What follows belongs to an exercise in optimizing a design on an open flow for small area, a short achievable clock period and few clock cycles; a production flow would make more cautious choices. RTL that was checked went through simulation tests only; none was proved equivalent to the original. The RTL of runs 1 and 2 was laid out without a check of its function.

$ cat design/flow/run.sh
#!/bin/bash
# synth_recipe.tcl (not shown) runs the flow's synth.tcl, then flattens the netlist and writes it again
# the make line also repeats each setting of config.mk as NAME=value (left out here)
make -C /OpenROAD-flow-scripts/flow DESIGN_CONFIG=/design/flow/config.mk WORK_HOME=/design/flow/orfs CLKGATE_MAP_FILE= SYNTH_SCRIPT=/design/flow/synth_recipe.tcl finish
$ cat design/flow/config.mk
export PLATFORM = sky130hd
export DESIGN_NAME = JAM
export DESIGN_NICKNAME = JAM
export VERILOG_FILES = /design/flow/design.v
export SDC_FILE = /design/flow/constraint.sdc
export NUM_CORES = 4
export LEC_CHECK = 0
export ABC_AREA = 1
export CAP_MARGIN = 20
export CORE_MARGIN = 2
export CORE_UTILIZATION = 40
export SETUP_SLACK_MARGIN = 0.8
export SLEW_MARGIN = 20
$ cat design/flow/constraint.sdc
create_clock -name core_clock -period 5.0 [get_ports {CLK}]
set_input_delay 1.0000 -clock core_clock [delete_from_list [all_inputs] [get_ports {CLK}]]
set_output_delay 1.0000 -clock core_clock [all_outputs]
set_load 0.01 [all_outputs]
$ cat design/flow/design.v
module JAM (
input CLK,
input RST,
output reg [2:0] W,
output reg [2:0] J,
input [6:0] Cost,
output reg [3:0] MatchCount,
output reg [9:0] MinCost,
output reg Valid );
localparam PASS1 = 3'd0, PASS2 = 3'd1, INIT = 3'd2, SEARCH = 3'd3, FIX = 3'd4, DONE = 3'd5;
reg [2:0] ph;
reg [6:0] v [0:7];      
reg [6:0] u [0:7];      
reg [2:0] arg [0:7];    
reg [2:0] arg2 [0:7];   
reg [7:0] big [0:7];    
reg [9:0] S0;           
reg [6:0] m;            
reg [2:0] am;           
reg [6:0] m2;           
reg [2:0] am2;          
reg [6:0] Vc;           
reg signed [11:0] R;    
reg [9:0] S [0:6];      
reg [2:0] a [0:6];      
reg [2:0] nxj [0:6];    
reg [6:0] hn;           
reg       bt_ok;        
reg [2:0] bt_d;         
integer k;
wire [2:0] d = W;
wire [2:0] j = J;
wire [2:0] dn = d + 3'd1;
wire [6:0] vj = Vc;
wire       c_lt_v = Cost < vj;
wire [6:0] vmin = c_lt_v ? Cost : vj;
wire [6:0] t = Cost - vj;
wire       t_lt_m = (j == 3'd0) || (t < m);
wire [6:0] mnew = t_lt_m ? t : m;
wire [2:0] amnew = t_lt_m ? j : am;
wire       t_lt_m2 = (j == 3'd1) || (t < m2);
wire [6:0] m2new = t_lt_m ? m : t_lt_m2 ? t : m2;
wire [2:0] am2new = t_lt_m ? am : t_lt_m2 ? j : am2;
wire signed [11:0] ts = {5'd0, t};
wire       prune = ts > R;
wire       better = ts < R;
wire       leaf = (d == 3'd7);
reg [7:0] used;          
wire [2:0] argd = arg[d];
wire [6:0] ud = u[d];
reg [6:0] Un;           
wire signed [11:0] un_s = {5'd0, Un};
reg [2:0] argn;          
reg [2:0] arg2n;         
reg [2:0] argn2;         
reg [2:0] arg2n2;        
always @(*) begin
	argn2 = arg[0];
	arg2n2 = arg2[0];
	for (k = 0; k < 6; k = k + 1)
		if (d == k) begin
			argn2 = arg[k + 2];
			arg2n2 = arg2[k + 2];
		end
end
reg [6:0] un2;          
always @(*) begin
	un2 = u[0];
	for (k = 0; k < 6; k = k + 1)
		if (d == k) un2 = u[k + 2];
end
wire       is_top = (j == argd);
wire       skipok = R < 12'sd32;
wire [2:0] arg2d = arg2[d];
wire       is_sec = (j == arg2d);
wire       first2 = is_top | is_sec;
wire [7:0] bigd = big[d];
reg [7:0] gt;
always @(*) begin
	for (k = 0; k < 8; k = k + 1) gt[k] = first2 | (k > j);
end
wire [7:0] cand = ~used & ~(8'd1 << argd) & ~(8'd1 << arg2d) & gt & ~(bigd & {8{skipok}});
wire       sec_ok = is_top && !used[arg2d] && !(bigd[arg2d] && skipok);
wire       has_nx = sec_ok || (|cand);
reg  [2:0] nx0;
always @(*) begin
	nx0 = 3'd0;
	for (k = 7; k >= 0; k = k - 1) if (cand[k]) nx0 = k;
end
wire [2:0] nx = sec_ok ? arg2d : nx0;
wire [2:0] jsib = (ph == SEARCH) ? nx : (ph == INIT) ? arg[0] : j + 3'd1;
wire [6:0] v_sib = v[jsib];
wire [7:0] used2 = used | (8'd1 << j);
reg  [2:0] fu;
always @(*) begin
	fu = 3'd0;
	for (k = 7; k >= 0; k = k - 1) if (!used2[k]) fu = k;
end
wire       argn_free = !used2[argn];
wire       arg2n_free = !used2[arg2n];
wire [2:0] jdesc = argn_free ? argn : arg2n_free ? arg2n : fu;
wire [6:0] v_desc = v[jdesc];
reg       bt_ok2;
reg [2:0] bt_d2;
always @(*) begin
	bt_ok2 = 1'b0;
	bt_d2 = 3'd0;
	for (k = 0; k < 7; k = k + 1)
		if (hn[k] && k < bt_d) begin
			bt_ok2 = 1'b1;
			bt_d2 = k;
		end
end
wire [2:0] rd = (ph == FIX) ? d : bt_d;
wire signed [11:0] mc_s = {2'd0, MinCost};
wire signed [11:0] sbt_s = {2'd0, S[rd]};
wire signed [11:0] Rbt = mc_s - sbt_s;
wire [6:0] u_bt = u[bt_d + 3'd1];
wire [2:0] arg_bt = arg[bt_d + 3'd1];
wire [2:0] arg2_bt = arg2[bt_d + 3'd1];
reg [7:0] used_bt;
always @(*) begin
	used_bt = 8'd0;
	for (k = 0; k < 7; k = k + 1)
		if (k < bt_d) used_bt = used_bt | (8'd1 << a[k]);
end
wire [6:0] v_bt = v[nxj[bt_d]];
wire [9:0] Sd = MinCost - R[9:0];    
wire descend = !leaf && !prune;
wire sibling = !leaf && !(first2 && prune) && has_nx;
always @(posedge CLK or posedge RST) begin
	if (RST) begin
		ph <= PASS1;
		W <= 3'd0;
		J <= 3'd0;
		Valid <= 1'b0;
		MinCost <= 10'h3ff;
		MatchCount <= 4'd0;
		S0 <= 10'd0;
		bt_ok <= 1'b0;
		bt_d <= 3'd0;
	end else begin
		case (ph)
		PASS1: begin
			{W, J} <= {W, J} + 6'd1;
			if (d == 3'd7 && j == 3'd7) ph <= PASS2;
		end
		PASS2: begin
			{W, J} <= {W, J} + 6'd1;
			if (d == 3'd0) S0 <= S0 + {3'd0, vj};
			else if (j == 3'd0 && d != 3'd1) S0 <= S0 + {3'd0, m};    
			if (d == 3'd7 && j == 3'd7) ph <= INIT;
		end
		INIT: begin
			S0 <= S0 + {3'd0, m};    
			W <= 3'd0;
			J <= arg[0];
			bt_ok <= 1'b0;
			ph <= FIX;
		end
		SEARCH: begin
			if (leaf) begin
				if (better) begin
					MinCost <= Sd + {3'd0, t};
					MatchCount <= 4'd1;
				end else if (!prune)
					MatchCount <= MatchCount + 4'd1;
			end
			if (descend) begin
				W <= dn;
				J <= jdesc;
				if (has_nx) begin
					bt_ok <= 1'b1;
					bt_d <= d;
				end
			end else if (sibling)
				J <= nx;
			else if (bt_ok) begin
				W <= bt_d;
				J <= nxj[bt_d];
				bt_ok <= bt_ok2;
				bt_d <= bt_d2;
				if (leaf && better) ph <= FIX;
			end else begin
				ph <= DONE;
				Valid <= 1'b1;
			end
		end
		FIX: ph <= SEARCH;
		default: ;
		endcase
	end
end
always @(posedge CLK) begin
	if (ph == PASS1) begin
		if (d == 3'd0) v[j] <= Cost;
		else v[j] <= vmin;
	end
	if (ph == PASS2) begin
		m <= mnew;
		am <= amnew;
		m2 <= m2new;
		am2 <= am2new;
		big[d][j] <= (t[6:5] != 2'd0);
		if (j == 3'd7) begin
			u[d] <= mnew;
			arg[d] <= amnew;
			arg2[d] <= am2new;
		end
	end
	if (ph == INIT) begin
		S[0] <= S0 + {3'd0, m};
		Un <= u[1];
		argn <= arg[1];
		arg2n <= arg2[1];
		used <= 8'd0;
	end
	if (ph == FIX)
		R <= Rbt;
	if (ph == PASS1 || ph == PASS2 || ph == INIT)
		Vc <= v_sib;
	if (ph == SEARCH) begin
		if (!leaf) begin
			a[d] <= j;
			nxj[d] <= nx;
			hn[d] <= has_nx;
			S[d] <= Sd;
		end
		if (descend) begin
			R <= (R + un_s) - ts;
			Un <= un2;
			argn <= argn2;
			arg2n <= arg2n2;
			used <= used2;
			Vc <= v_desc;
		end else if (sibling)
			Vc <= v_sib;
		else begin
			R <= Rbt;
			Un <= u_bt;
			argn <= arg_bt;
			arg2n <= arg2_bt;
			used <= used_bt;
			Vc <= v_bt;
		end
	end
end
endmodule
==> impl_metrics.csv, run 1 <==
group,metric,value,unit
outcome,status,"finished clean",
yosys,synthTopCellsByArea,"edfxtp_1, nand2_1, o21ai_0",
grt,grt_pass1_vias,21950,
clock_tree,clk_latency,630,ps
timing,rsz0062_at_grt,"yes",
yosys,syn_nets,3145,
floorplan,die_area,0.06752,sq mm
timing,max_freq,246.7,MHz
clock_tree,cts_hold_repair.buffers,0,
setup_path,cpMaxStageDelayCell,"fa_2",
worst_hold_path,whs_path_depth,1,
yosys,synth_area_per_cell,8.655,sq um
yosys,async_flop_share,8.617,%
routing,drc,0,
finish,area_growth,16.00,%
yosys,netlist_instances,3025,
placement,gp_congestion,0.9743,
timing,relSlewSlack,24.77,%
placement,pre_cts_slack,-265.4,ps
setup_path,reg2reg_depth,24,
clock_tree,clockBufferDepth,3,
timing,fin_worst_skew,36.47,ps
setup_path,setup.worst_path.start_class,"primary input",
routing,initialDrtViolationCount,2092,
floorplan,start_util,40.54,%
setup_path,critPathMaxFanout,3,
yosys,syn_area,0.02618,sq mm
setup_path,r2r_end,"R[9]",
routing,routed_wl,85.39,mm
yosys,yosys-top-cells-count,"nand2_1, edfxtp_1, inv_1",
yosys,ys.flop_type,"edfxtp_1",
job,maxCapViolCount,0,
grt,antenna_found_initial,0,
yosys,yosysSeqAreaShare,48.64,%
worst_hold_path,whs_endpoint,"MatchCount[3]",
setup_path,slowest_delay,460,ps
setup_path,worstPathArrival,4600,ps
finish,nNetsFinal,3265,
floorplan,core_region_area,0.06458,sq mm
finish,drive_gt1_share,13.53,%
clock_tree,cts-htree-levels,2,
grt,grt_first_pass_wirelength,130.3,mm
placement,port-buffer-count,29,
yosys,synth_top_area_cell,"edfxtp_1",
worst_hold_path,hp-class,"flip-flop to flip-flop",
timing,worst_pin_slew,1117,ps
clock_tree,cts.sinks,441,
routing,avgViaCountPerCell,5.641,
finish,antennaDiodeCount,0,
clock_tree,clockRootBuffer,"clkbuf_16",
grt,grt_overflow,0,
yosys,synth_top_area_share,42.44,%
floorplan,num_rows,93,
yosys,yosysMostFrequentCell,"nand2_1",
timing,fin_ws,946.0,ps
setup_path,endpoint_kind,"flip-flop",
yosys,yosysWarningCount,1,
routing,post_drt_wl_per_cell,21.14,um
clock_tree,cts.reportedPaths.clkPinSlew,60,ps
placement,dp_hpwl,60.31,mm
yosys,synth_edf_count,370,
routing,drtAntennaViolNets,0,
placement,dpl-instance-area,0.02822,sq mm
worst_hold_path,hold_start,"MatchCount[3]",
setup_path,path_cells,"dlygate4sd2_1, ha_4, buf_4, nand3_2, and2_4, buf_4, xor2_2, buf_4, fa_2, ha_4, nand2_1, o21ai_2, a21oi_2, o21bai_1, a21oi_1, o21bai_1, nand2_1, nand2_1, a21oi_2, a21oi_1, o21ai_1, a41oi_1",
clock_tree,cts_buffers,50,
timing,finalCritPeriodShare,81.08,%
floorplan,fp.dieH,259.8,um
yosys,synth_cell_types,68,
setup_path,required,5540,ps
finish,fin_area,0.03037,sq mm
routing,dr.pass1.iters,6,
floorplan,die_w,259.8,um
timing,final_max_slew_viol_count,0,
routing,vias,22790,
grt,grt_max_degree,74,
yosys,synth_seq_cells,441,
setup_path,reg2reg_slack,1030,ps
timing,period_minus_slack,4054,ps
floorplan,ios,30,
grt,track_usage,25.15,%
timing,setup_violations,0,
setup_path,rr_startpoint,"ph[0]",
clock_tree,tritoncts,"done",
timing,hold_viol_final,0,
setup_path,critPathKind,"primary input to flip-flop",
[per-layer routing]
metal	vias up	track usage [%]	part of all wire [%]
met3	187	3.947	8.2
met5	-	0	0
met1	10980	34.04	43
met2	956	40.97	46
met4	0	8.732	3.3
li1	10670	-	-
[flip-flops by register name (all words and copies together) (netlist names), 21 cells and up]
name and count:
S 70, a 21, arg 24, big 64, v 56, u 56
nxj 21, arg2 24
[worst max-delay path: cells and delay by family]
family / cells / cell delay (ps)
compound gates: 9 / 1240
fa+ha+maj: 3 / 1050
simple gates: 5 / 470
xor+xnor: 1 / 140
buf+inv: 4 / 690
[worst max-delay path by stage]
stage | from | end | slack, ps | depth (start not counted)
3_3_place_gp | Cost[0] | Vc[2] | -230 | 28
4_1_cts | ph[0] | R[11] | 790 | 24
2_1_floorplan | Cost[0] | ph[1] | 660 | 31
3_5_place_dp | Cost[0] | R[11] | -270 | 24
6_report | Cost[2] | R[11] | 950 | 22
5_1_grt | ph[0] | R[9] | 730 | 25
[cell usage in the layout, fill, tap and decap left out, types with 24 or more instances in the layout]
master	instances
nand3_1	177
nor2_1	258
edfxtp_1	370
ha_1	89
clkbuf_16	50
a21oi_1	156
clkdlybuf4s50_1	24
inv_1	333
o21ai_0	276
xor2_1	39
o211ai_1	64
nand4_1	26
buf_4	163
nand2_1	594
dfxtp_1	33
dfrtp_1	24
o21ai_1	45
[kinds of logic after synthesis]
group,share of synthesized area [%]
multiplexers,0.3967
buffers and inverters,7.751
adder cells (fa/ha/maj),5.677
XOR/XNOR,1.606
AND/OR/NAND/NOR,19.51
flip-flops,48.64
AO/OA/AOI/OAI,16.42
[per-stage QoR]
step           setup TNS, ps  instances  hold WS [ps]  utilization, %
2_1_floorplan              0       3025         474.2               -
3_3_place_gp           -2941       3925         509.6           43.69
3_5_place_dp           -4535       3925         517.4           43.70
4_1_cts                    0       4025         531.1           46.54
5_1_grt                    0       4040         557.8           47.03
6_report                   0       4040         523.2           47.03
[final cells by class]
cell class	count	area, sq um
repair buffers	203	1658
flip-flops and latches	441	12740
clock inverters	31	332.8
multi-input cells	2079	11800
inverters	370	1435
clock buffers	61	1333
fillers	6161	34210
well taps	855	1070
[repair_timing]
action	in CTS	in global routing
gates resized for setup	31	52
setup buffers	8	14
endpoints found under the setup margin	159	70
pin swaps	4	31
==> inputs of run 2 (changes only) <==
--- a/design/flow/design.v
+++ b/design/flow/design.v
@@ -7,6 +7,7 @@
 output reg [3:0] MatchCount,
 output reg [9:0] MinCost,
 output reg Valid );
+localparam P = 6;    
 localparam PASS1 = 3'd0, PASS2 = 3'd1, INIT = 3'd2, SEARCH = 3'd3, FIX = 3'd4, DONE = 3'd5;
 reg [2:0] ph;
 reg [6:0] v [0:7];      
@@ -35,15 +36,19 @@
 wire       c_lt_v = Cost < vj;
 wire [6:0] vmin = c_lt_v ? Cost : vj;
 wire [6:0] t = Cost - vj;
-wire       t_lt_m = (j == 3'd0) || (t < m);
-wire [6:0] mnew = t_lt_m ? t : m;
+wire [6:0] tp = (ph == PASS1 && c_lt_v) ? 7'd0 : t;
+wire       t_lt_m = (j == 3'd0) || (tp < m);
+wire [6:0] mnew = t_lt_m ? tp : m;
 wire [2:0] amnew = t_lt_m ? j : am;
-wire       t_lt_m2 = (j == 3'd1) || (t < m2);
-wire [6:0] m2new = t_lt_m ? m : t_lt_m2 ? t : m2;
+wire       t_lt_m2 = (j == 3'd1) || (tp < m2);
+wire [6:0] m2new = t_lt_m ? m : t_lt_m2 ? tp : m2;
 wire [2:0] am2new = t_lt_m ? am : t_lt_m2 ? j : am2;
 wire signed [11:0] ts = {5'd0, t};
-wire       prune = ts > R;
-wire       better = ts < R;
+wire signed [11:0] vc_s = {5'd0, Vc};
+wire signed [11:0] Z = R + vc_s;
+wire signed [11:0] cost_s = {5'd0, Cost};
+wire       prune = cost_s > Z;
+wire       better = cost_s < Z;
 wire       leaf = (d == 3'd7);
 reg [7:0] used;          
 wire [2:0] argd = arg[d];
@@ -127,7 +132,7 @@
 wire [6:0] v_bt = v[nxj[bt_d]];
 wire [9:0] Sd = MinCost - R[9:0];    
 wire descend = !leaf && !prune;
-wire sibling = !leaf && !(first2 && prune) && has_nx;
+wire sibling = !leaf && !(first2 && prune && d < P) && has_nx;
 always @(posedge CLK or posedge RST) begin
 	if (RST) begin
 		ph <= PASS1;
@@ -143,13 +148,14 @@
 		case (ph)
 		PASS1: begin
 			{W, J} <= {W, J} + 6'd1;
+			if (d > P && j == 3'd0) S0 <= S0 + {3'd0, m};    
 			if (d == 3'd7 && j == 3'd7) ph <= PASS2;
 		end
 		PASS2: begin
 			{W, J} <= {W, J} + 6'd1;
-			if (d == 3'd0) S0 <= S0 + {3'd0, vj};
+			if (d == 3'd1) S0 <= S0 + {3'd0, vj};
 			else if (j == 3'd0 && d != 3'd1) S0 <= S0 + {3'd0, m};    
-			if (d == 3'd7 && j == 3'd7) ph <= INIT;
+			if (d == P - 1 && j == 3'd7) ph <= INIT;
 		end
 		INIT: begin
 			S0 <= S0 + {3'd0, m};    
@@ -161,7 +167,7 @@
 		SEARCH: begin
 			if (leaf) begin
 				if (better) begin
-					MinCost <= Sd + {3'd0, t};
+					MinCost <= (MinCost - Z[9:0]) + {3'd0, Cost};    
 					MatchCount <= 4'd1;
 				end else if (!prune)
 					MatchCount <= MatchCount + 4'd1;
@@ -196,12 +202,12 @@
 		if (d == 3'd0) v[j] <= Cost;
 		else v[j] <= vmin;
 	end
-	if (ph == PASS2) begin
+	if (ph == PASS2 || (ph == PASS1 && d >= P)) begin
 		m <= mnew;
 		am <= amnew;
 		m2 <= m2new;
 		am2 <= am2new;
-		big[d][j] <= (t[6:5] != 2'd0);
+		big[d][j] <= (tp[6:5] != 2'd0);
 		if (j == 3'd7) begin
 			u[d] <= mnew;
 			arg[d] <= amnew;
@@ -209,7 +215,7 @@
 		end
 	end
 	if (ph == INIT) begin
-		S[0] <= S0 + {3'd0, m};
+		S[0] <= S0 + {3'd0, m};    
 		Un <= u[1];
 		argn <= arg[1];
 		arg2n <= arg2[1];
@@ -227,7 +233,7 @@
 			S[d] <= Sd;
 		end
 		if (descend) begin
-			R <= (R + un_s) - ts;
+			R <= (Z + un_s) - cost_s;    
 			Un <= un2;
 			argn <= argn2;
 			arg2n <= arg2n2;
==> run 2 against run 1 <==
Setup slack worse by 99 ps. Register-to-register slack worse by 180 ps. Flip-flop and latch count unchanged.
==> impl_metrics.csv, run 2 <==
group,metric,value,unit
routing,post_drt_wl_per_cell,21.16,um
timing,fin_worst_skew,52.21,ps
clock_tree,tritoncts,"done",
yosys,yosysMostFrequentCell,"nand2_1",
yosys,synth_cell_types,75,
clock_tree,cts.sinks,441,
finish,fin_area,0.03195,sq mm
routing,initialDrtViolationCount,2620,
timing,hold_viol_final,0,
grt,grt_first_pass_wirelength,132.6,mm
yosys,yosysWarningCount,1,
timing,worst_pin_slew,1158,ps
clock_tree,cts_buffers,48,
finish,nNetsFinal,3405,
placement,dpl-instance-area,0.02881,sq mm
yosys,synth_top_area_cell,"edfxtp_1",
routing,dr.pass1.iters,6,
clock_tree,clk_latency,620,ps
floorplan,core_region_area,0.06728,sq mm
worst_hold_path,hp-class,"flip-flop to flip-flop",
finish,area_growth,17.49,%
setup_path,slowest_delay,490,ps
floorplan,die_w,264.7,um
timing,finalCritPeriodShare,83.06,%
yosys,async_flop_share,8.617,%
clock_tree,cts-htree-levels,2,
job,maxCapViolCount,0,
yosys,synth_top_area_share,40.86,%
floorplan,start_util,40.42,%
setup_path,reg2reg_slack,850,ps
setup_path,cpMaxStageDelayCell,"edfxtp_1",
grt,track_usage,24.64,%
routing,routed_wl,88.25,mm
yosys,synth_top_family_by_area,"simple AND/OR/NAND/NOR gates",
yosys,syn_area,0.02719,sq mm
setup_path,r2r_end,"ph[1]",
setup_path,crit_end,"ph[1]",
yosys,synth_area_per_cell,8.668,sq um
grt,grt_pass1_vias,21870,
yosys,synth.area.mux_share,0.2715,%
timing,relSlewSlack,22.00,%
clock_tree,clockBufferDepth,3,
grt,antenna_found_initial,1,
timing,rsz0062_at_grt,"yes",
timing,final_max_slew_viol_count,0,
yosys,netlist_instances,3137,
setup_path,path_delay_family,"compound AO/OA/AOI/OAI gates",
routing,vias,23510,
placement,gp_congestion,0.9685,
finish,fin_util,47.49,%
finish,fillCellCount,6431,
yosys,synth_edf_count,370,
timing,hold_slack,478.4,ps
yosys,synth_compound_area_share,16.26,%
yosys,synth-simple-area-share,20.21,%
yosys,synth_fa_ha_area_share,6.810,%
setup_path,critPathKind,"flip-flop to flip-flop",
timing,period_minus_slack,4153,ps
finish,drive_gt1_share,16.32,%
setup_path,path_cells,"ha_4, a21oi_1, nand2_1, xor2_2, inv_1, ha_1, nand2_1, o21a_1, nor2_1, nor2_1, o21ai_2, nand4_1, xnor2_2, inv_2, o21ai_4, buf_6, nand2_8, clkinv_8, buf_4, o21ai_2, o211ai_1, buf_4, nor2_2, a21oi_2",
timing,max_freq,240.8,MHz
routing,drtAntennaViolNets,0,
setup_path,setup.worst_path.start_class,"flip-flop",
yosys,yosysSeqAreaShare,46.83,%
finish,antennaDiodeCount,0,
setup_path,reg2reg_depth,24,
yosys,ys.flop_type,"edfxtp_1",
grt,grt_max_degree,77,
yosys,synthTopCellsByArea,"edfxtp_1, nand2_1, o21ai_0",
finish,max_flop_register,"S",
setup_path,worstPathArrival,4640,ps
setup_path,setup.worst_path.start,"Vc[2]",
clock_tree,cts.reportedPaths.clkPinSlew,70,ps
setup_path,endpoint_kind,"flip-flop",
timing,setup_violations,0,
yosys,synth_xor_area_share,1.836,%
placement,dp_hpwl,59.84,mm
floorplan,num_rows,95,
clock_tree,clockRootBuffer,"clkbuf_16",
placement,port-buffer-count,29,
finish,reg_top3,"S (70), big (64)",
setup_path,rr_startpoint,"Vc[2]",
setup_path,required,5480,ps
floorplan,ios,30,
finish,final_cell_mix,"nand2_1, edfxtp_1, inv_1",
floorplan,fp.dieH,264.7,um
routing,drc,0,
setup_path,path_depth,24,
setup_path,critPathMaxFanout,7,
routing,avgViaCountPerCell,5.639,
yosys,synth_seq_cells,441,
floorplan,die_area,0.07008,sq mm
outcome,status,"finished clean",
setup_path,cp.buffers_inverters,6,
yosys,yosys-top-cells-count,"nand2_1, edfxtp_1, inv_1",
finish,final_common_cell,"nand2_1",
yosys,syn_nets,3282,
finish,largest_register_ffs,70,
grt,grt_overflow,0,
-- run 2: cell count changes after synthesis, sizes merged, moves of 9 or more --
cell / before / now
xnor2: 7 / 19
a211oi: 13 / 36
nand3b: 18 / 5
nor2: 284 / 345
nand3: 183 / 193
o2111ai: 2 / 11
a22oi: 23 / 5
nand2: 615 / 624
ha: 98 / 116
-- run 2: timing repair --
item                                    4_1_cts  5_1_grt
buffers inserted                             22       37
endpoints found under the setup margin      148      196
cloned                                        5        0
pin swaps                                    58       63
resized for setup                           116      134
hold buffers                                  0        0
-- run 2: cell families after synthesis --
| group | count (synthesis) |
|---|---|
| flops | 441 |
| xor+xnor | 57 |
| mux | 7 |
| buf+inv | 504 |
| compound gates | 744 |
| fa+ha+maj | 136 |
| simple gates | 1248 |
-- run 2: routing by layer --
layer | share of wire [%] | vias up | global-route usage, %
li1 | - | 11070 | -
met1 | 42 | 11220 | 34.50
met2 | 45 | 1048 | 39.10
met3 | 9.0 | 170 | 3.855
met4 | 3.3 | 2 | 8.123
met5 | 0.015 | - | 0
-- run 2: worst reg2reg max path, stage by stage (launching register included) --
cell and delay, ps:
edfxtp_1 490, ha_4 290, a21oi_1 170, nand2_1 160
xor2_2 250, inv_1 110, ha_1 310, nand2_1 80
o21a_1 180, nor2_1 100, nor2_1 60, o21ai_2 150
nand4_1 180, xnor2_2 200, inv_2 90, o21ai_4 90
buf_6 140, nand2_8 120, clkinv_8 90, buf_4 140
o21ai_2 180, o211ai_1 120, buf_4 170, nor2_2 110
a21oi_2 40
-- run 2: stage by stage --
step / instances / worst slack (ps) / setup TNS [ps]
3_5_place_dp: 4019 / -180.2 / -4603
3_3_place_gp: 4018 / -94.87 / -1877
4_1_cts: 4133 / 596.5 / 0
6_report: 4170 / 847.2 / 0
2_1_floorplan: 3137 / 908.2 / 0
5_1_grt: 4170 / 597.7 / 0
-- run 2: cell type report --
type                    instances  area [sq um]  area share, %
clock buffers                  69          1361          4.261
clock inverters                18         241.5         0.7559
inverters                     364          1449          4.535
multi-input cells            2193         13160          41.18
flip-flops and latches        441         12740          39.88
well taps                     873          1092          3.419
repair buffers                209          1861          5.824
repair inverters                3         48.80         0.1527
-- run 2: worst min-delay path by stage --
stage                             start            end  depth (start not counted)  slack, ps
final                     MatchCount[3]  MatchCount[3]                          1        480
after global routing      MatchCount[3]  MatchCount[3]                          1        510
after CTS                 MatchCount[3]  MatchCount[3]                          1        480
after detailed placement  MatchCount[3]  MatchCount[3]                          1        470
after global placement            Valid          Valid                          2        460
after floorplan                 used[2]        used[2]                          2        470
==> inputs of run 3 (changes only) <==
--- a/design/flow/design.v
+++ b/design/flow/design.v
@@ -44,11 +44,8 @@
 wire [6:0] m2new = t_lt_m ? m : t_lt_m2 ? tp : m2;
 wire [2:0] am2new = t_lt_m ? am : t_lt_m2 ? j : am2;
 wire signed [11:0] ts = {5'd0, t};
-wire signed [11:0] vc_s = {5'd0, Vc};
-wire signed [11:0] Z = R + vc_s;
-wire signed [11:0] cost_s = {5'd0, Cost};
-wire       prune = cost_s > Z;
-wire       better = cost_s < Z;
+wire       prune = ts > R;
+wire       better = ts < R;
 wire       leaf = (d == 3'd7);
 reg [7:0] used;          
 wire [2:0] argd = arg[d];
@@ -167,7 +164,7 @@
 		SEARCH: begin
 			if (leaf) begin
 				if (better) begin
-					MinCost <= (MinCost - Z[9:0]) + {3'd0, Cost};    
+					MinCost <= Sd + {3'd0, t};
 					MatchCount <= 4'd1;
 				end else if (!prune)
 					MatchCount <= MatchCount + 4'd1;
@@ -233,7 +230,7 @@
 			S[d] <= Sd;
 		end
 		if (descend) begin
-			R <= (Z + un_s) - cost_s;    
+			R <= (R + un_s) - ts;
 			Un <= un2;
 			argn <= argn2;
 			arg2n <= arg2n2;
--- a/design/flow/config.mk
+++ b/design/flow/config.mk
@@ -9,5 +9,5 @@
 export CAP_MARGIN = 20
 export CORE_MARGIN = 2
 export CORE_UTILIZATION = 40
-export SETUP_SLACK_MARGIN = 0.8
+export SETUP_SLACK_MARGIN = 1.1
 export SLEW_MARGIN = 20
==> run 3 against run 2 <==
Non-clock buffer count is 21 higher. Maximum frequency up 1.2%. Clock skew fell by 24 ps. Die area decreased by 3.5%. Sequential share of layout area increased by 1.1 points. Largest cell class is now sequential cells. Critical path depth increased by 5.
==> impl_metrics.csv, run 3 <==
group,metric,value,unit
placement,dp_hpwl,61.45,mm
clock_tree,cts-htree-levels,2,
setup_path,critPathKind,"primary input to flip-flop",
grt,grt_pass1_vias,22220,
timing,relSlewSlack,22.25,%
grt,grt_max_degree,71,
routing,post_drt_wl_per_cell,21.75,um
job,maxCapViolCount,0,
setup_path,cp.buffers_inverters,9,
routing,drtAntennaViolNets,0,
setup_path,worstPathArrival,4620,ps
routing,dr.pass1.iters,6,
setup_path,path_delay_family,"compound AO/OA/AOI/OAI gates",
timing,setup_violations,0,
timing,final_max_slew_viol_count,0,
timing,finalCritPeriodShare,82.09,%
yosys,synth_cell_types,71,
floorplan,die_w,260.1,um
finish,antennaDiodeCount,0,
finish,layoutNonFillerInstCount,4139,
outcome,status,"finished clean",
worst_hold_path,whs_endpoint,"Valid",
floorplan,fp.dieH,260.1,um
setup_path,cpMostUsedCell,"nand2_2",
setup_path,slowest_delay,360,ps
setup_path,required,5510,ps
finish,reg_top3,"S (70), big (64)",
grt,met2_usage,41.23,%
clock_tree,cts_buffers,50,
yosys,yosysWarningCount,1,
grt,groute.layer.met1.usage,35.30,%
grt,grt_util_met3,4.152,%
grt,grt_overflow,0,
grt,grt.busiest_layer,"met2",
yosys,synth_top_area_cell,"edfxtp_1",
timing,worst_pin_slew,1162,ps
placement,gp_congestion,0.9473,
setup_path,reg2reg_depth,27,
yosys,async_flop_share,8.617,%
grt,track_usage,25.73,%
floorplan,die_area,0.06765,sq mm
placement,port-buffer-count,29,
yosys,ys.flop_type,"edfxtp_1",
finish,max_flop_register,"S",
timing,rsz0062_at_grt,"yes",
clock_tree,clockRootBuffer,"clkbuf_16",
setup_path,rr_startpoint,"Vc[0]",
finish,largest_register_ffs,70,
floorplan,ios,30,
finish,nNetsFinal,3364,
grt,grt_first_pass_wirelength,133.5,mm
yosys,yosys-top-cells-count,"nand2_1, edfxtp_1, inv_1",
worst_hold_path,hp-class,"flip-flop to flip-flop",
yosys,synthTopCellsByArea,"edfxtp_1, nand2_1, o21ai_0",
setup_path,critPathMaxFanout,8,
clock_tree,cts.sinks,441,
setup_path,setup.worst_path.start_class,"primary input",
yosys,netlist_instances,3091,
routing,initialDrtViolationCount,2604,
routing,drc,0,
timing,hold_viol_final,0,
clock_tree,clk_latency,620,ps
yosys,yosysMostFrequentCell,"nand2_1",
grt,antenna_found_initial,0,
setup_path,r2r_end,"R[6]",
worst_hold_path,hold_start,"Valid",
timing,max_freq,243.6,MHz
timing,period_minus_slack,4104,ps
floorplan,core_region_area,0.06470,sq mm
clock_tree,clockBufferDepth,3,
clock_tree,tritoncts,"done",
floorplan,num_rows,93,
yosys,yosysSeqAreaShare,48.54,%
worst_hold_path,whs_path_depth,2,
yosys,synth_edf_count,370,
floorplan,start_util,40.55,%
routing,vias,23480,
timing,hold_slack,475.9,ps
yosys,synth_top_area_share,42.35,%
yosys,synth_area_per_cell,8.488,sq um
setup_path,reg2reg_slack,980,ps
timing,fin_worst_skew,27.95,ps
timing,final.setup.tns,0,ps
finish,area_growth,18.66,%
yosys,syn_nets,3212,
yosys,synth_seq_cells,441,
finish,final_common_cell,"nand2_1",
yosys,syn_area,0.02624,sq mm
finish,drive_gt1_share,15.96,%
routing,routed_wl,90.03,mm
setup_path,cpMaxStageDelayCell,"fa_2",
placement,dpl.cell_count,3981,
routing,avgViaCountPerCell,5.674,
finish,fillCellCount,6095,
finish,final_cell_mix,"nand2_1, edfxtp_1, inv_1",
setup_path,endpoint_kind,"flip-flop",
clock_tree,cts.reportedPaths.clkPinSlew,70,ps
-- run 3: final cells by class --
type | instances | area (sq um) | area share (%)
Timing Repair Buffer | 230 | 2111 | 6.780
Tap cell | 855 | 1070 | 3.436
Clock buffer | 56 | 1348 | 4.328
Inverter | 374 | 1444 | 4.638
Clock inverter | 37 | 265.3 | 0.8520
Multi-Input combinational cell | 2146 | 12150 | 39.03
Sequential cell | 441 | 12740 | 40.93
-- run 3: worst max-delay path by stage --
stage,from,end,slack [ps],cells past startpoint
final,Cost[0],R[6],900,29
after global routing,Cost[0],used[5],670,29
after CTS,Cost[0],Vc[2],1050,27
after detailed placement,Cost[0],Vc[5],-170,25
after global placement,Cost[0],Vc[5],-190,25
after floorplan,Cost[0],Vc[6],670,27
-- run 3: tightest hold or removal path: cells and delay by family, from the launching register on --
| kind | cells | cell delay [ps] |
|---|---|---|
| and+or+nand+nor | 1 | 50 |
| buffers and inverters | 1 | 40 |
| DFF | 1 | 350 |
-- run 3: what timing repair did --
item / CTS / global route
hold buffers: 0 / 0
buffers inserted: 25 / 30
setup endpoints to repair: 210 / 173
pin swaps: 19 / 48
cloned: 1 / 9
gates resized for setup: 66 / 151
-- run 3: through the flow --
stage                     setup slack, ps  instance area (sq um)  utilization, %
after floorplan                     668.7                  26320               -
final                               895.6                  31130           48.12
after detailed placement           -169.3                  28190           43.57
after global routing                665.2                  31130           48.12
after CTS                            1048                  30220           46.71
after global placement             -187.0                  28190           43.57
-- run 3: logic make-up (layout without fill, tap and decap cells) --
| family | after synthesis | after routing | share of synthesized area (%) |
|---|---|---|---|
| AND/OR/NAND/NOR | 1244 | 1245 | 20.07 |
| buffers and inverters | 505 | 697 | 7.764 |
| flip-flops | 441 | 441 | 48.54 |
| multiplexers | 5 | 5 | 0.2003 |
| adder cells (fa/ha/maj) | 112 | 112 | 5.713 |
| XOR/XNOR | 48 | 48 | 1.602 |
| AO/OA/AOI/OAI | 736 | 736 | 16.11 |
-- run 3: layer usage --
metal,vias to the layer above,routed length (um)
met2,1076,40950
met4,0,3148
met1,11310,38660
met3,204,7266
met5,-,0
li1,10900,-
Testbench counts of run 3, summed over its fixed seeds: cycles 1,829.
==> inputs of run 4 (changes only) <==
--- a/design/flow/config.mk
+++ b/design/flow/config.mk
@@ -9,5 +9,5 @@
 export CAP_MARGIN = 20
 export CORE_MARGIN = 2
 export CORE_UTILIZATION = 40
-export SETUP_SLACK_MARGIN = 1.1
+export SETUP_SLACK_MARGIN = 0.9
 export SLEW_MARGIN = 20
==> run 4 against run 3 <==
Clock skew is 7.9 ps lower. Synthesized cell count did not move. Die area unchanged. Global-route usage fell by 0.32 points. First-iteration DRC count rose by 3.8%. Flip-flop and latch count unchanged. Worst hold slack lost 10 ps. Critical path depth is the same. Critical path type unchanged. Critical endpoint is now Vc[4].
==> impl_metrics.csv, run 4 <==
group,metric,value,unit
routing,vias,23200,
setup_path,worstPathArrival,4610,ps
clock_tree,cts_hold_repair.buffers,0,
setup_path,critPathKind,"primary input to flip-flop",
clock_tree,clockRootBuffer,"clkbuf_16",
setup_path,reg2reg_depth,27,
finish,final_common_cell,"nand2_1",
worst_hold_path,hp-class,"flip-flop to flip-flop",
timing,fin_ws,855.3,ps
timing,max_freq,241.3,MHz
job,maxCapViolCount,0,
routing,initialDrtViolationCount,2702,
grt,grt_max_degree,71,
clock_tree,clk_latency,610,ps
floorplan,die_area,0.06765,sq mm
yosys,yosysWarningCount,1,
routing,dr.pass1.iters,6,
yosys,synth_seq_cells,441,
yosys,synth_top_area_cell,"edfxtp_1",
clock_tree,cts.sinks,441,
setup_path,cpMaxStageDelayCell,"fa_2",
grt,grt_first_pass_wirelength,131.2,mm
timing,setup_violations,0,
yosys,synthTopCellsByArea,"edfxtp_1, nand2_1, o21ai_0",
yosys,yosysSeqAreaShare,48.54,%
yosys,synth_top_area_share,42.35,%
clock_tree,tritoncts,"done",
yosys,syn_area,0.02624,sq mm
floorplan,ios,30,
clock_tree,clockBufferDepth,3,
placement,gp_congestion,0.9529,
timing,rsz0062_at_grt,"yes",
yosys,synth_area_per_cell,8.488,sq um
routing,drtAntennaViolNets,0,
timing,hold_viol_final,0,
yosys,yosys-top-cells-count,"nand2_1, edfxtp_1, inv_1",
finish,largest_register_ffs,70,
grt,grt_overflow,0,
outcome,status,"finished clean",
routing,post_drt_wl_per_cell,21.46,um
yosys,ys.flop_type,"edfxtp_1",
finish,max_flop_register,"S",
floorplan,start_util,40.55,%
finish,nNetsFinal,3325,
timing,finalCritPeriodShare,82.89,%
setup_path,setup.worst_path.start_class,"primary input",
finish,area_growth,16.27,%
finish,reg_top3,"S (70), big (64)",
finish,final_cell_mix,"nand2_1, edfxtp_1, inv_1",
finish,fillCellCount,6159,
floorplan,fp.dieH,260.1,um
yosys,synth_cell_types,71,
yosys,async_flop_share,8.617,%
clock_tree,cts_buffers,51,
setup_path,endpoint_kind,"flip-flop",
grt,track_usage,25.41,%
yosys,synth_edf_count,370,
clock_tree,cts.reportedPaths.clkPinSlew,60,ps
floorplan,num_rows,93,
routing,drc,0,
worst_hold_path,whs_path_depth,2,
yosys,syn_nets,3212,
timing,worst_pin_slew,1120,ps
routing,avgViaCountPerCell,5.656,
setup_path,critPathMaxFanout,8,
routing,routed_wl,88.01,mm
clock_tree,cts-htree-levels,2,
yosys,netlist_instances,3091,
setup_path,slowest_delay,400,ps
timing,final.setup.tns,0,ps
placement,port-buffer-count,29,
grt,antenna_found_initial,0,
timing,relSlewSlack,23.43,%
setup_path,required,5470,ps
timing,final_max_slew_viol_count,0,
placement,pre_cts_slack,-265.0,ps
floorplan,die_w,260.1,um
yosys,yosysMostFrequentCell,"nand2_1",
timing,period_minus_slack,4145,ps
finish,antennaDiodeCount,0,
timing,fin_worst_skew,20.00,ps
floorplan,core_region_area,0.06470,sq mm
finish,drive_gt1_share,12.91,%
placement,dp_hpwl,61.91,mm
grt,grt_pass1_vias,21960,
run 4: cell families after synthesis:
logic type      synth area share, %
buf+inv                       7.764
xor+xnor                      1.602
compound gates                16.11
simple gates                  20.07
fa+ha+maj                     5.713
mux                          0.2003
flops                         48.54
run 4: what timing repair did:
| action | 4_1_cts | 5_1_grt |
|---|---|---|
| gates cloned | 2 | 2 |
| resized for setup | 31 | 103 |
| pin swaps | 10 | 62 |
| buffers inserted | 3 | 21 |
| setup endpoints to repair | 190 | 185 |
run 4: layout make-up:
type	count	area, sq um	share of cell area (%)
Sequential cell	441	12740	41.77
Multi-Input combinational cell	2145	11910	39.05
Timing Repair Buffer	191	1709	5.603
Inverter	374	1453	4.762
Clock buffer	72	1448	4.746
Tap cell	855	1070	3.507
Clock inverter	23	171.4	0.5619
run 4: worst max-delay path: cells and delay by family:
family                   cells  cell delay, ps
XOR/XNOR                     2             390
buffers and inverters        8             640
AND/OR/NAND/NOR              9             900
AO/OA/AOI/OAI                7             850
adder cells (fa/ha/maj)      3             820
run 4: stage by stage:
| step | instance area (sq um) | hold slack [ps] | std cells | util, % |
|---|---|---|---|---|
| 3_5_place_dp | 28130 | 453.3 | 3978 | 43.48 |
| 4_1_cts | 29890 | 468.7 | 4078 | 46.20 |
| 6_report | 30510 | 465.6 | 4101 | 47.15 |
| 5_1_grt | 30510 | 507.6 | 4101 | 47.15 |
| 3_3_place_gp | 28130 | 449.1 | 3978 | 43.48 |
| 2_1_floorplan | 26310 | 456.4 | 3091 | - |
run 4: final timing paths:
check / startpoint / end / slack (ps)
worst max register to register: Vc[0] / Vc[4] / 870
worst min-delay path: Valid / Valid / 470
max in group asynchronous: RST / W[1] / 3340
worst max-delay path: Cost[0] / Vc[4] / 860
worst min register to register: Valid / Valid / 470
min in group asynchronous: RST / S0[0] / 940
run 4: per-layer routing:
layer	wire length [um]	vias to the layer above	global-route usage [%]	share of wire, %
li1	-	10810	-	-
met1	37560	11180	34.99	43
met2	40340	1017	41.19	46
met3	6991	190	3.489	7.9
met4	3114	0	8.556	3.5
met5	0	-	0	0
==> inputs of run 5 (changes only) <==
--- a/design/flow/config.mk
+++ b/design/flow/config.mk
@@ -9,5 +9,5 @@
 export CAP_MARGIN = 20
 export CORE_MARGIN = 2
 export CORE_UTILIZATION = 40
-export SETUP_SLACK_MARGIN = 0.9
+export SETUP_SLACK_MARGIN = 0.8
 export SLEW_MARGIN = 20
==> run 5 against run 4 <==
Synthesized cell count is the same. Register-to-register slack better by 120 ps. Non-clock buffer count fell by 12. Flip-flop and latch count unchanged. Critical endpoint is now Un[6]. Largest cell class unchanged.
==> impl_metrics.csv, run 5 <==
group,metric,value,unit
placement,gp_congestion,0.9411,
timing,period_minus_slack,4043,ps
yosys,synth_area_per_cell,8.488,sq um
floorplan,ios,30,
timing,setup_violations,0,
finish,fillCellCount,6166,
yosys,synth_seq_cells,441,
timing,final_max_slew_viol_count,0,
timing,worst_pin_slew,1079,ps
finish,largest_register_ffs,70,
yosys,synth_edf_count,370,
routing,initialDrtViolationCount,2637,
clock_tree,clockBufferDepth,3,
grt,track_usage,25.32,%
setup_path,critPathMaxFanout,5,
yosys,synthTopCellsByArea,"edfxtp_1, nand2_1, o21ai_0",
floorplan,die_area,0.06765,sq mm
routing,drc,0,
timing,final.setup.tns,0,ps
setup_path,cpMostUsedCell,"nand2_2",
yosys,yosysSeqAreaShare,48.54,%
setup_path,endpoint_kind,"flip-flop",
placement,dp_hpwl,60.90,mm
grt,grt_overflow,0,
setup_path,reg2reg_slack,990,ps
yosys,synth_top_area_cell,"edfxtp_1",
floorplan,num_rows,93,
clock_tree,cts_hold_repair.buffers,0,
clock_tree,tritoncts,"done",
timing,fin_worst_skew,28.69,ps
timing,max_freq,247.4,MHz
routing,post_drt_wl_per_cell,21.33,um
timing,rsz0062_at_grt,"yes",
placement,dpl-instance-area,0.02817,sq mm
finish,max_flop_register,"S",
routing,routed_wl,87.20,mm
routing,avgViaCountPerCell,5.642,
clock_tree,cts.sinks,441,
grt,grt_pass1_vias,21810,
finish,final_common_cell,"nand2_1",
placement,port-buffer-count,29,
setup_path,setup.worst_path.start_class,"primary input",
job,maxCapViolCount,0,
yosys,synth_top_area_share,42.35,%
grt,grt_max_degree,71,
setup_path,cpMaxStageDelayCell,"fa_2",
timing,finalCritPeriodShare,80.85,%
yosys,syn_area,0.02624,sq mm
yosys,syn_nets,3212,
timing,hold_viol_final,0,
finish,reg_top3,"S (70), big (64)",
finish,antennaDiodeCount,0,
routing,dr.pass1.iters,6,
clock_tree,cts.reportedPaths.clkPinSlew,60,ps
clock_tree,clk_latency,620,ps
yosys,synth_cell_types,71,
clock_tree,cts-htree-levels,2,
floorplan,fp.dieH,260.1,um
finish,nNetsFinal,3313,
clock_tree,cts_buffers,50,
yosys,async_flop_share,8.617,%
setup_path,required,5540,ps
finish,area_growth,15.53,%
yosys,yosys-top-cells-count,"nand2_1, edfxtp_1, inv_1",
outcome,status,"finished clean",
floorplan,die_w,260.1,um
yosys,ys.flop_type,"edfxtp_1",
yosys,yosysMostFrequentCell,"nand2_1",
floorplan,core_region_area,0.06470,sq mm
finish,fin_area,0.03031,sq mm
yosys,yosysWarningCount,1,
setup_path,worstPathArrival,4580,ps
setup_path,slowest_delay,350,ps
yosys,netlist_instances,3091,
floorplan,start_util,40.55,%
routing,vias,23070,
finish,final_cell_mix,"nand2_1, edfxtp_1, inv_1",
setup_path,cp.buffers_inverters,9,
finish,drive_gt1_share,11.85,%
worst_hold_path,hp-class,"flip-flop to flip-flop",
setup_path,path_delay_family,"compound AO/OA/AOI/OAI gates",
grt,grt_first_pass_wirelength,130.8,mm
routing,drtAntennaViolNets,0,
clock_tree,clockRootBuffer,"clkbuf_16",
setup_path,critPathKind,"primary input to flip-flop",
grt,antenna_found_initial,1,
timing,relSlewSlack,27.90,%
run 5: path summary, 6_finish.rpt:
kind | startpoint | endpoint | cells past startpoint
worst max-delay path | Cost[0] | Un[6] | 29
worst min-delay path | Valid | Valid | 2
worst max register to register | J[0] | Vc[1] | 18
worst min register to register | Valid | Valid | 2
max in group asynchronous | RST | W[0] | 2
min in group asynchronous | RST | S0[0] | 2
run 5: worst reg2reg max path, cell delays in order (launching register included):
cell and delay, ps:
dfrtp_1 400, buf_4 340, ha_1 260, ha_1 350
inv_1 180, nand2_1 210, a21oi_1 100, o21ai_0 160
nand2_1 140, a21oi_1 150, o21ai_0 90, nand2_1 300
clkinvlp_4 420, o21ai_0 270, o22ai_1 120, nand2_1 70
nand3_1 80, nand2_1 70, nand2_1 80
run 5: cell type report:
type	count	area, sq um	share of cell area (%)
inverter	374	1433	4.727
clock inverter	30	329.1	1.086
timing repair buffer	179	1587	5.234
tap	855	1070	3.529
multi-input combinational	2145	11780	38.88
clock buffer	63	1361	4.491
sequential	441	12740	42.03
timing repair inverter	1	7.507	0.02477
run 5: what timing repair did:
item                       in CTS  in global routing
buffers inserted                0                  9
setup endpoints to repair     179                192
gates cloned                    0                  3
resized for setup              21                 67
pin swaps                       3                 14
run 5: cell families (layout without fill, tap and decap cells):
logic type                 count (synthesis)  count (layout)  synth area share, %
buffers and inverters                    505             647                7.764
xor gates and xnor gates                  48              48                1.602
AOI/OAI and AO/OA                        736             736                16.11
muxes                                      5               5               0.2003
DFF                                      441             441                48.54
and+or+nand+nor                         1244            1244                20.07
adders and majority gates                112             112                5.713
run 5: stage by stage:
| step | setup WS, ps | util (%) | instances | hold slack [ps] |
|---|---|---|---|---|
| after global routing | 707.2 | 46.85 | 4088 | 486.1 |
| after detailed placement | -205.6 | 43.55 | 3983 | 461.7 |
| after CTS | 807.3 | 46.25 | 4076 | 475.0 |
| final | 957.4 | 46.85 | 4088 | 473.8 |
| after global placement | -85.98 | 43.55 | 3983 | 447.7 |
| after floorplan | 668.6 | - | 3091 | 456.4 |
run 5: routing by layer:
metal  global-route usage [%]  share of wire, %  vias up
li1                         -                 -    10790
met1                    35.42                44    11130
met2                    41.01                46      969
met3                    3.324               7.4      176
met4                    7.492               2.8        0
met5                        0                 0        -
==> inputs of run 6 (changes only) <==
--- a/design/flow/config.mk
+++ b/design/flow/config.mk
@@ -9,5 +9,6 @@
 export CAP_MARGIN = 20
 export CORE_MARGIN = 2
 export CORE_UTILIZATION = 40
+export PLACE_DENSITY = 0.75
 export SETUP_SLACK_MARGIN = 0.8
 export SLEW_MARGIN = 20
==> run 6 against run 5 <==
Die area is the same. Clock skew increased by 12 ps. Critical path depth fell by 4. Worst hold slack lost 11 ps. Cell count is 0.39% lower. Largest cell class unchanged. Highest routed layer is now met5.
==> impl_metrics.csv, run 6 <==
group,metric,value,unit
grt,track_usage,23.46,%
setup_path,critPathKind,"primary input to flip-flop",
floorplan,core_region_area,0.06470,sq mm
setup_path,required,5460,ps
grt,grt.busiest_layer,"met2",
floorplan,ios,30,
yosys,synth_top_area_cell,"edfxtp_1",
yosys,yosys-top-cells-count,"nand2_1, edfxtp_1, inv_1",
finish,final_cell_mix,"nand2_1, edfxtp_1, inv_1",
routing,initialDrtViolationCount,2627,
setup_path,r2r_end,"Vc[5]",
timing,setup_violations,0,
setup_path,path_delay_family,"simple AND/OR/NAND/NOR gates",
clock_tree,clk_latency,620,ps
timing,period_minus_slack,4264,ps
timing,rsz0062_at_grt,"yes",
yosys,synth_edf_count,370,
routing,avgViaCountPerCell,5.684,
yosys,synth_seq_cells,441,
grt,met2_usage,37.69,%
grt,groute.layer.met1.usage,31.01,%
yosys,synth.area.mux_share,0.2003,%
setup_path,rr_startpoint,"Vc[0]",
placement,pre_cts_slack,-164.3,ps
routing,dr.pass1.iters,8,
setup_path,setup.worst_path.start_class,"primary input",
clock_tree,cts.sinks,441,
yosys,async_flop_share,8.617,%
timing,relSlewSlack,21.00,%
timing,worst_pin_slew,1155,ps
clock_tree,cts_buffers,46,
clock_tree,cts_hold_repair.buffers,0,
clock_tree,cts.reportedPaths.clkPinSlew,60,ps
routing,vias,23150,
grt,grt_util_met3,4.279,%
yosys,yosysSeqAreaShare,48.54,%
setup_path,slowest_delay,460,ps
floorplan,start_util,40.55,%
timing,fin_worst_skew,40.36,ps
placement,port-buffer-count,29,
clock_tree,clockBufferDepth,3,
yosys,ys.flop_type,"edfxtp_1",
timing,final_max_slew_viol_count,0,
yosys,syn_area,0.02624,sq mm
yosys,synth_top_area_share,42.35,%
clock_tree,clockRootBuffer,"clkbuf_16",
routing,drtAntennaViolNets,0,
timing,max_freq,234.5,MHz
finish,largest_register_ffs,70,
timing,finalCritPeriodShare,85.28,%
routing,drc,0,
setup_path,critPathMaxFanout,8,
placement,dp_hpwl,55.29,mm
grt,grt_overflow,0,
setup_path,worstPathArrival,4720,ps
finish,final_common_cell,"nand2_1",
yosys,synth_area_per_cell,8.488,sq um
worst_hold_path,whs_path_depth,2,
routing,post_drt_wl_per_cell,19.90,um
grt,grt_max_degree,71,
clock_tree,cts-htree-levels,2,
finish,reg_top3,"S (70), big (64)",
yosys,netlist_instances,3091,
finish,antennaDiodeCount,0,
finish,nNetsFinal,3304,
job,maxCapViolCount,0,
worst_hold_path,hold_start,"Valid",
setup_path,cpMaxStageDelayCell,"clkdlybuf4s50_1",
grt,grt_pass1_vias,21610,
setup_path,setup.worst_path.start,"Cost[3]",
yosys,synthTopCellsByArea,"edfxtp_1, nand2_1, o21ai_0",
outcome,status,"finished clean",
worst_hold_path,whs_endpoint,"Valid",
yosys,synth_fa_ha_area_share,5.713,%
floorplan,die_area,0.06765,sq mm
finish,max_flop_register,"S",
yosys,synth_cell_types,71,
yosys,yosysMostFrequentCell,"nand2_1",
finish,fillCellCount,6059,
grt,grt_first_pass_wirelength,123.2,mm
grt,antenna_found_initial,1,
yosys,synth-simple-area-share,20.07,%
worst_hold_path,hp-class,"flip-flop to flip-flop",
yosys,synth_compound_area_share,16.11,%
finish,drive_gt1_share,12.22,%
yosys,syn_nets,3212,
floorplan,num_rows,93,
floorplan,die_w,260.1,um
setup_path,cp.buffers_inverters,6,
setup_path,reg2reg_slack,770,ps
timing,hold_viol_final,0,
floorplan,fp.dieH,260.1,um
finish,fin_util,46.62,%
timing,fin_ws,735.9,ps
setup_path,endpoint_kind,"flip-flop",
routing,routed_wl,81.03,mm
yosys,synth_xor_area_share,1.602,%
placement,gp_congestion,1.009,
clock_tree,tritoncts,"done",
finish,area_growth,14.95,%
yosys,yosysWarningCount,1,
yosys,synth_top_family_by_area,"simple AND/OR/NAND/NOR gates",
setup_path,reg2reg_depth,26,
run 6: cell counts after synthesis:
No cell type changed its count.
run 6: kinds of logic (layout without fill, tap and decap cells):
kind of cell | count (synthesis) | in the layout
flip-flops | 441 | 441
AND/OR/NAND/NOR | 1244 | 1244
buffers and inverters | 505 | 631
adder cells (fa/ha/maj) | 112 | 112
AO/OA/AOI/OAI | 736 | 736
multiplexers | 5 | 5
XOR/XNOR | 48 | 48
run 6: per-stage QoR:
| step | area (sq um) | TNS, ps | instances | hold WS (ps) |
|---|---|---|---|---|
| after floorplan | 26310 | 0 | 3091 | 456.4 |
| after global placement | 28070 | -976.1 | 3972 | 453.3 |
| after detailed placement | 28070 | -3187 | 3972 | 457.1 |
| after CTS | 29740 | 0 | 4058 | 473.0 |
| after global routing | 30160 | 0 | 4072 | 506.4 |
| final | 30160 | 0 | 4072 | 463.1 |
run 6: final cells by class:
cell class / count / area, sq um / share of cell area (%)
Sequential cell: 441 / 12740 / 42.25
Inverter: 374 / 1443 / 4.783
Clock inverter: 21 / 284.0 / 0.9418
Multi-Input combinational cell: 2145 / 11880 / 39.38
Clock buffer: 61 / 1269 / 4.207
Timing Repair Buffer: 175 / 1474 / 4.887
Tap cell: 855 / 1070 / 3.547
run 6: worst max-delay path by stage:
stage                       end  slack [ps]  depth (start not counted)
after floorplan           Vc[6]         670                         27
after global placement    R[11]        -110                         26
after detailed placement  ph[1]        -160                         29
after CTS                 Vc[5]         770                         24
after global routing      Vc[2]         470                         25
final                     Vc[5]         740                         25
run 6: worst register-to-register path: stages (launching register included):
cell and delay, ps:
edfxtp_1 480, ha_4 190, inv_4 40, fa_2 390, a21oi_2 180, o21bai_2 120
a21oi_2 200, o21ai_2 90, xnor2_1 200, inv_1 130, ha_4 300, nand2_4 60
nor2_4 120, nand3_1 100, nand2_2 100, xor2_2 170, o21ai_2 90, nand2_2 100
inv_2 60, o21ai_4 210, inv_4 70, nor2_8 250, buf_12 170, nand3_2 70
nand3_2 80, nand2_1 50, nand2_1 90
run 6: layer usage:
metal | vias up | share of wire [%]
li1 | 10770 | -
met1 | 10910 | 40
met2 | 1255 | 46
met3 | 211 | 9.9
met4 | 2 | 4.0
met5 | - | 0.012
run 6: what timing repair did:
item,4_1_cts,5_1_grt
setup buffers,4,13
gates resized for setup,29,84
pin swaps,8,40
gates cloned,0,1
setup endpoints to repair,124,181
==> inputs of run 7 (changes only) <==
--- a/design/flow/config.mk
+++ b/design/flow/config.mk
@@ -9,6 +9,6 @@
 export CAP_MARGIN = 20
 export CORE_MARGIN = 2
 export CORE_UTILIZATION = 40
-export PLACE_DENSITY = 0.75
+export CTS_BUF_LIST = sky130_fd_sc_hd__clkbuf_4
 export SETUP_SLACK_MARGIN = 0.8
 export SLEW_MARGIN = 20
==> run 7 against run 6 <==
Still clean. Flip-flop and latch count unchanged. Critical path depth stayed put. Synthesized cell count is the same. Cell area about the same. Global-route usage rose by 2.2 points. Non-clock buffer count is 1 higher. Register-to-register slack gained 250 ps. Largest cell class unchanged.
==> impl_metrics.csv, run 7 <==
group,metric,value,unit
yosys,synth_top_area_share,42.35,%
finish,final_cell_mix,"nand2_1, edfxtp_1, inv_1",
yosys,yosysMostFrequentCell,"nand2_1",
yosys,synth.area.mux_share,0.2003,%
floorplan,die_area,0.06765,sq mm
placement,port-buffer-count,29,
finish,multiInputGateArea,0.01172,sq mm
routing,post_drt_wl_per_cell,20.88,um
routing,avgViaCountPerCell,5.581,
timing,final_max_slew_viol_count,0,
outcome,status,"finished clean",
timing,hold_viol_final,0,
setup_path,critPathKind,"flip-flop to flip-flop",
clock_tree,clockBufferDepth,3,
floorplan,fp.dieH,260.1,um
yosys,syn_nets,3212,
timing,worst_pin_slew,1075,ps
floorplan,ios,30,
timing,max_freq,251.3,MHz
timing,setup_violations,0,
setup_path,required,5680,ps
timing,hold_slack,476.4,ps
yosys,synth_cell_types,71,
setup_path,setup.worst_path.start_class,"flip-flop",
setup_path,critPathMaxFanout,28,
yosys,ys.flop_type,"edfxtp_1",
clock_tree,clk_latency,930,ps
timing,finalCritPeriodShare,79.60,%
routing,dr.pass1.iters,6,
clock_tree,clockRootBuffer,"clkbuf_4",
timing,period_minus_slack,3980,ps
floorplan,core_region_area,0.06470,sq mm
grt,grt_first_pass_wirelength,132.3,mm
finish,largest_register_ffs,70,
yosys,async_flop_share,8.617,%
finish,fillCellCount,6274,
yosys,synth_area_per_cell,8.488,sq um
yosys,yosysSeqAreaShare,48.54,%
job,maxCapViolCount,0,
finish,final_common_cell,"nand2_1",
yosys,synth_edf_count,370,
yosys,synth_compound_area_share,16.11,%
finish,area_growth,14.97,%
grt,grt_overflow,0,
clock_tree,tritoncts,"done",
yosys,netlist_instances,3091,
floorplan,die_w,260.1,um
routing,drtAntennaViolNets,0,
floorplan,num_rows,93,
yosys,synth_seq_cells,441,
setup_path,worstPathArrival,4660,ps
timing,fin_worst_skew,73.23,ps
routing,routed_wl,87.90,mm
yosys,yosys-top-cells-count,"nand2_1, edfxtp_1, inv_1",
grt,grt_max_degree,71,
yosys,synth-simple-area-share,20.07,%
routing,vias,23500,
routing,initialDrtViolationCount,2394,
grt,track_usage,25.64,%
yosys,synth_top_family_by_area,"simple AND/OR/NAND/NOR gates",
worst_hold_path,hp-class,"flip-flop to flip-flop",
clock_tree,cts_buffers,117,
timing,rsz0062_at_grt,"no",
timing,relSlewSlack,28.16,%
routing,drc,0,
yosys,synthTopCellsByArea,"edfxtp_1, nand2_1, o21ai_0",
yosys,synth_fa_ha_area_share,5.713,%
placement,dp_hpwl,60.90,mm
finish,reg_top3,"S (70), big (64)",
clock_tree,cts-htree-levels,3,
setup_path,endpoint_kind,"flip-flop",
finish,regArea,0.01274,sq mm
clock_tree,cts.sinks,441,
yosys,yosysWarningCount,1,
placement,gp_congestion,0.9411,
finish,max_flop_register,"S",
finish,nNetsFinal,3377,
grt,antenna_found_initial,2,
yosys,synth_xor_area_share,1.602,%
yosys,syn_area,0.02624,sq mm
finish,drive_gt1_share,14.31,%
clock_tree,cts.reportedPaths.clkPinSlew,70,ps
floorplan,start_util,40.55,%
yosys,synth_top_area_cell,"edfxtp_1",
grt,grt_pass1_vias,22580,
[run 7: cell counts after synthesis]
No cell type changed its count.
[run 7: path summary, 6_finish.rpt]
path	start	to	slack (ps)	depth (start not counted)
min in group asynchronous	RST	S0[1]	640	2
max in group asynchronous	RST	bt_d[0]	3690	2
worst max register to register	W[2]	Vc[1]	1020	25
worst max-delay path	W[2]	Vc[1]	1020	25
worst min-delay path	Valid	Valid	480	2
worst min register to register	Valid	Valid	480	2
[run 7: critical path: stages, from the launching register on]
cell and delay [ps]:
dfrtp_2 540, nand2_1 320, inv_2 290, nand3_1 100
nand2_1 150, inv_1 70, nand2_2 210, nor2_1 70
nor2_1 120, nand3_2 120, nand2_2 170, inv_2 70
nand2_1 80, nand3_2 100, nand2_1 80, nand2_1 40
nand2_1 50, nand2_1 60, nand2_2 120, nand3_2 180
nand2_8 290, nand2_1 80, nand3_1 110, nand3_1 100
nand3_1 100, nand2_1 80
[run 7: through the flow]
stage / area, sq um / setup WS, ps / setup TNS (ps) / std cells / utilization (%)
global placement: 28170 / -85.98 / -494.7 / 3983 / 43.55
finish: 30160 / 1020 / 0 / 4210 / 46.62
global route: 30160 / 755.6 / 0 / 4210 / 46.62
detailed placement: 28170 / -205.6 / -4161 / 3983 / 43.55
floorplan: 26310 / 668.6 / 0 / 3091 / -
CTS: 29850 / 808.0 / 0 / 4200 / 46.15
[run 7: kinds of logic (layout without fill, tap and decap cells)]
kind of cell,count (synthesis),after routing
adders and majority gates,112,112
muxes,5,5
xor gates and xnor gates,48,48
and+or+nand+nor,1244,1244
other,0,1
buffers and inverters,505,768
DFF,441,441
AOI/OAI and AO/OA,736,736
[run 7: per-layer routing]
| layer | part of all wire (%) | track usage (%) | vias up |
|---|---|---|---|
| met4 | 2.9 | 9.587 | 0 |
| met1 | 42 | 34.66 | 11240 |
| met2 | 46 | 41.17 | 1064 |
| li1 | - | - | 11000 |
| met3 | 8.6 | 4.454 | 195 |
| met5 | 0 | 0 | - |
[run 7: repair_timing]
action,in CTS,in global routing
resized for setup,9,57
setup endpoints to repair,11,188
cloned,0,2
pin swaps,0,8
hold buffers,0,0
buffers inserted,0,7
[run 7: layout make-up]
| type | count | area share (%) |
|---|---|---|
| repair buffers | 176 | 5.077 |
| repair inverters | 1 | 0.02489 |
| diodes | 1 | 0.008296 |
| well taps | 855 | 3.547 |
| flip-flops and latches | 441 | 42.24 |
| clock inverters | 58 | 1.527 |
| clock buffers | 159 | 3.957 |
| inverters | 374 | 4.758 |
| multi-input cells | 2145 | 38.86 |

## what the ideal ports hide
Ports are ideal in the flow. The routed layouts listed here were re-timed in OpenROAD. Step 1: set_driving_cell puts a clkbuf_16 on CLK and a buf_2 on each other input, an assumption about the parent block. Step 2 adds t to the input delays and takes it off the output delays; t is the mean of the earliest and latest rising clock arrival at the registers after step 1. Input paths then give back, and output paths get back, about the clock's delay inside the block. Three values: ideal, step 1, step 2; two values: the first two.
| run | shift t [ns] | setup slack, ns | worst setup path at the end | worst register clock-pin slew, ns | cell pins on the clock port's net |
|---|---|---|---|---|---|
| run 1 | 0.674 | 0.946 / 0.990 / 0.316 | input to register | 0.07 / 0.07 | 1 |
| run 2 | 0.654 | 0.847 / 0.847 / 0.316 | input to register | 0.07 / 0.07 | 1 |
| run 3 | 0.668 | 0.896 / 0.912 / 0.244 | input to register | 0.07 / 0.07 | 1 |
| run 4 | 0.661 | 0.855 / 0.866 / 0.205 | input to register | 0.07 / 0.07 | 1 |
| run 5 | 0.661 | 0.957 / 0.976 / 0.316 | input to register | 0.07 / 0.07 | 1 |
| run 6 | 0.653 | 0.736 / 0.752 / 0.099 | input to register | 0.07 / 0.07 | 1 |
| run 7 | 0.950 | 1.020 / 1.020 / 0.250 | input to register | 0.08 / 0.08 | 1 |
After both steps every run listed still meets setup and hold. For run 7, which loses most, drivers alone change the setup slack by 0.000 ns; drivers and shift together by -0.770 ns.
